From an optimization exercise on the open Yosys and OpenROAD flow, aimed at small area and a short achievable clock period; shortcuts taken in it are not production practice. In this exercise RTL edits were held to simulation tests only and were not proved equivalent to the original. Power is estimated from default activity; no workload was simulated.

Design mod3_1, start of the top module:
module mod3_1(
  input clk,
  input reset_n,
  input signed [22:0] a,
  input signed [22:0] b,
  input signed [16:0] c,
  output signed [39:0] y
);
export LEC_CHECK = 0
export ABC_AREA = 1
export CAP_MARGIN = 20
export CORE_MARGIN = 2
export CORE_UTILIZATION = 40
export SLEW_MARGIN = 20
create_clock -name core_clock -period 7.0 [get_ports {clk}]
standard.sh (not shown) runs the stock make flow with config.mk's settings and CLKGATE_MAP_FILE= SYNTH_SCRIPT=/design/flow/synth_recipe.tcl, a recipe that flattens the netlist after the stock synthesis.
==> flow/flow/run.sh <==
#!/bin/bash
# Layout flow: the standard layout (standard.sh) with two changes:
#  1. synthesis runs Yosys's synth with -noabc, so the generic "abc -fast" pass does not
#     restructure the design's adder cells before extract_fa; everything else in the
#     synthesis script (synth_recipe.tcl and ORFS synth.tcl) is unchanged.
#  2. the port buffers that place inserts are sky130_fd_sc_hd__buf_1 (buffer_ports
#     -buffer_cell) instead of the cell buffer_ports picks by default.
set -euo pipefail
work=$PWD
sed 's/synth -nofsm -noshare {\*}\$args/synth -nofsm -noshare -noabc {*}$args/' \
  synth_recipe.tcl > flow_synth.tcl
grep -q -- '-noabc' flow_synth.tcl
bash standard.sh "SYNTH_SCRIPT=$work/flow_synth.tcl" \
  "BUFFER_PORTS_ARGS=-buffer_cell ${PORT_BUF:-sky130_fd_sc_hd__buf_1}" finish \
  > flow_make.log 2>&1
The starting point finished with timing, DRC and antenna clean.
Edit:
==> flow/flow/run.sh (replaced) <==
#!/bin/bash
# Layout flow: the standard layout (standard.sh, ORFS make) with these changes:
#  1. synthesis runs Yosys's synth with -noabc, so the generic "abc -fast" pass does not
#     restructure the adder logic before extract_fa; the rest of synth_recipe.tcl and of ORFS's
#     synth.tcl is unchanged (same registers and names).
#  2. the final ABC mapping uses flow/abc.script (area mapping, no buffering or gate sizing;
#     OpenROAD's repair steps buffer and size the netlist after placement instead).
#  3. the port buffers that placement inserts are sky130_fd_sc_hd__buf_1.
# Each tool's output goes to ORFS's own logs (orfs/logs/...), and make's output to flow_make.log.
set -euo pipefail
work=$PWD
sed 's/synth -nofsm -noshare {\*}\$args/synth -nofsm -noshare -noabc {*}$args/' \
  synth_recipe.tcl > flow_synth.tcl
grep -q -- '-noabc' flow_synth.tcl
# ORFS scripts, with the ABC area script replaced
rm -rf flow_scripts
cp -r "$FLOW_HOME/scripts" flow_scripts
cp flow/abc.script flow_scripts/abc_area.script
bash standard.sh "SYNTH_SCRIPT=$work/flow_synth.tcl" "SCRIPTS_DIR=$work/flow_scripts" \
  "BUFFER_PORTS_ARGS=-buffer_cell sky130_fd_sc_hd__buf_1" finish \
  > flow_make.log 2>&1
==> flow/flow/abc.script (new file) <==
strash
dch
map -a
topo
=> Worst setup slack loses 0.57 ns. Power went down slightly. Die area went down by a little under a tenth. Via count went down by a few percent. Wire length went down by a few percent. Sequential share of layout area went up by 0.93 points. Fmax went down by roughly a tenth. Clock power went up slightly. Final cell count went down by roughly a tenth.
Edit:
==> flow/flow/run.sh (replaced) <==
#!/bin/bash
# Layout flow: the standard layout (standard.sh, ORFS make) with these changes:
#  1. synthesis runs Yosys's synth with -noabc, so the generic "abc -fast" pass does not
#     restructure the adder logic before extract_fa; the rest of synth_recipe.tcl is unchanged
#     (same registers and names).
#  2. a copy of ORFS's scripts is used in which synth.tcl extracts only full adders
#     (extract_fa -fa): half adders are left to ABC as plain gates.
#  3. the port buffers that placement inserts are sky130_fd_sc_hd__buf_1.
# Each tool's output goes to ORFS's own logs (orfs/logs/...), and make's output to flow_make.log.
set -euo pipefail
work=$PWD
sed 's/synth -nofsm -noshare {\*}\$args/synth -nofsm -noshare -noabc {*}$args/' \
  synth_recipe.tcl > flow_synth.tcl
grep -q -- '-noabc' flow_synth.tcl
rm -rf flow_scripts
cp -r "$FLOW_HOME/scripts" flow_scripts
sed -i 's/^  extract_fa {\*}\[dont_use_extract_fa_args\]$/  extract_fa -fa/' flow_scripts/synth.tcl
grep -q '^  extract_fa -fa$' flow_scripts/synth.tcl
bash standard.sh "SYNTH_SCRIPT=$work/flow_synth.tcl" "SCRIPTS_DIR=$work/flow_scripts" \
  "BUFFER_PORTS_ARGS=-buffer_cell sky130_fd_sc_hd__buf_1" finish \
  > flow_make.log 2>&1
--- a/flow/config.mk
+++ b/flow/config.mk
@@ -10,3 +10,5 @@
 export CORE_MARGIN = 2
-export CORE_UTILIZATION = 40
-export SLEW_MARGIN = 20
+export CORE_UTILIZATION = 65
+export CTS_BUF_LIST = sky130_fd_sc_hd__clkbuf_8
+export SETUP_SLACK_MARGIN = 3.4
+export SLEW_MARGIN = 70
removed: flow/flow/abc.script
Result:
- The new run passed the timing, DRC and antenna checks
- synthesized area climbs by 7.4%
- clock-buffer cell count fell by 3
- setup slack gains 0.73 ns
- non-clock buffer count is higher by 30
- hold slack stays flat
- die area falls by 33%
- sequential share of layout area falls by 0.55 points
- synthesized cell count grows by 30%
- wire length rises by 7.5%
Edit:
==> flow/flow/run.sh (replaced) <==
#!/bin/bash
# Layout flow: the standard layout (standard.sh) with two changes:
#  1. synthesis runs Yosys's synth with -noabc, so the generic "abc -fast" pass does not
#     restructure the design's adder cells before extract_fa; everything else in the
#     synthesis script (synth_recipe.tcl and ORFS synth.tcl) is unchanged.
#  2. the port buffers that place inserts are sky130_fd_sc_hd__buf_1 (buffer_ports
#     -buffer_cell) instead of the cell buffer_ports picks by default.
set -euo pipefail
work=$PWD
sed 's/synth -nofsm -noshare {\*}\$args/synth -nofsm -noshare -noabc {*}$args/' \
  synth_recipe.tcl > flow_synth.tcl
grep -q -- '-noabc' flow_synth.tcl
bash standard.sh "SYNTH_SCRIPT=$work/flow_synth.tcl" \
  "BUFFER_PORTS_ARGS=-buffer_cell ${PORT_BUF:-sky130_fd_sc_hd__buf_1}" finish \
  > flow_make.log 2>&1
--- a/flow/config.mk
+++ b/flow/config.mk
@@ -10,5 +10,4 @@
 export CORE_MARGIN = 2
-export CORE_UTILIZATION = 65
+export CORE_UTILIZATION = 40
 export CTS_BUF_LIST = sky130_fd_sc_hd__clkbuf_8
-export SETUP_SLACK_MARGIN = 3.4
 export SLEW_MARGIN = 70
Result: Clock-buffer cell count grows by 1; worst hold slack gets worse by 0.0044 ns; total power falls by about 6%; routed wire length drops by about 4.6%.
Edit:
==> flow/flow/run.sh (replaced) <==
#!/bin/bash
# Layout flow: the standard layout (standard.sh, ORFS make) with these changes:
#  1. synthesis runs Yosys's synth with -noabc, so the generic "abc -fast" pass does not
#     restructure the adder logic before extract_fa; the rest of synth_recipe.tcl and of ORFS's
#     synth.tcl is unchanged (same registers and names).
#  2. the final ABC mapping uses flow/abc.script (area mapping, no buffering or gate sizing;
#     OpenROAD's repair steps buffer and size the netlist after placement instead).
#  3. the port buffers that placement inserts are sky130_fd_sc_hd__buf_1.
# Each tool's output goes to ORFS's own logs (orfs/logs/...), and make's output to flow_make.log.
set -euo pipefail
work=$PWD
sed 's/synth -nofsm -noshare {\*}\$args/synth -nofsm -noshare -noabc {*}$args/' \
  synth_recipe.tcl > flow_synth.tcl
grep -q -- '-noabc' flow_synth.tcl
# ORFS scripts, with the ABC area script replaced
rm -rf flow_scripts
cp -r "$FLOW_HOME/scripts" flow_scripts
cp flow/abc.script flow_scripts/abc_area.script
bash standard.sh "SYNTH_SCRIPT=$work/flow_synth.tcl" "SCRIPTS_DIR=$work/flow_scripts" \
  "BUFFER_PORTS_ARGS=-buffer_cell sky130_fd_sc_hd__buf_1" finish \
  > flow_make.log 2>&1
==> flow/flow/abc.script (new file) <==
strash
dch
map -B 0.9
topo
--- a/flow/config.mk
+++ b/flow/config.mk
@@ -11,3 +11,2 @@
 export CORE_UTILIZATION = 40
-export CTS_BUF_LIST = sky130_fd_sc_hd__clkbuf_8
-export SLEW_MARGIN = 70
+export SLEW_MARGIN = 20
The changed run finished clean.
Non-clock buffer count is lower by 1.
Hold slack improves by 0.0061 ns.
Routed wire length came out lower slightly.
First-iteration DRC count fell by roughly a tenth.
Core utilization went up by 1.2 points.
Cell area is lower slightly.
Sequential cell count is unchanged.
Clock skew stays flat.

[separate check: timing with driven ports]
No port has a modelled driver above. Below, the same layouts with a new extraction and two added sets of constraints. Step 1, drivers: a clkbuf_16 drives clk and a buf_2 each remaining input, both assumed. Step 2 moves the port delays by t, midway between the first and last clock arrival at a register: inputs arrive t later, outputs are due t later. That takes back most of the time a late clock gives input paths. a / b / c = no drivers / after step 1 / after step 2; a / b = the first two.
run | t, ns | slack for setup (ns) | worst setup path after step 2
the first run | 0.483 | 3.248 / 3.223 / 3.248 | register to register
the second run | 0.479 | 2.680 / 2.632 / 2.622 | input to register
the third run | 0.512 | 3.414 / 3.366 / 3.221 | input to register
the fourth run | 0.502 | 3.251 / 3.209 / 3.343 | input to register
the fifth run | 0.469 | 3.080 / 3.080 / 3.080 | register to register
After both steps every run listed still meets setup and hold. For the third run, which loses most, drivers alone change the setup slack by -0.048 ns; drivers and shift together by -0.193 ns.
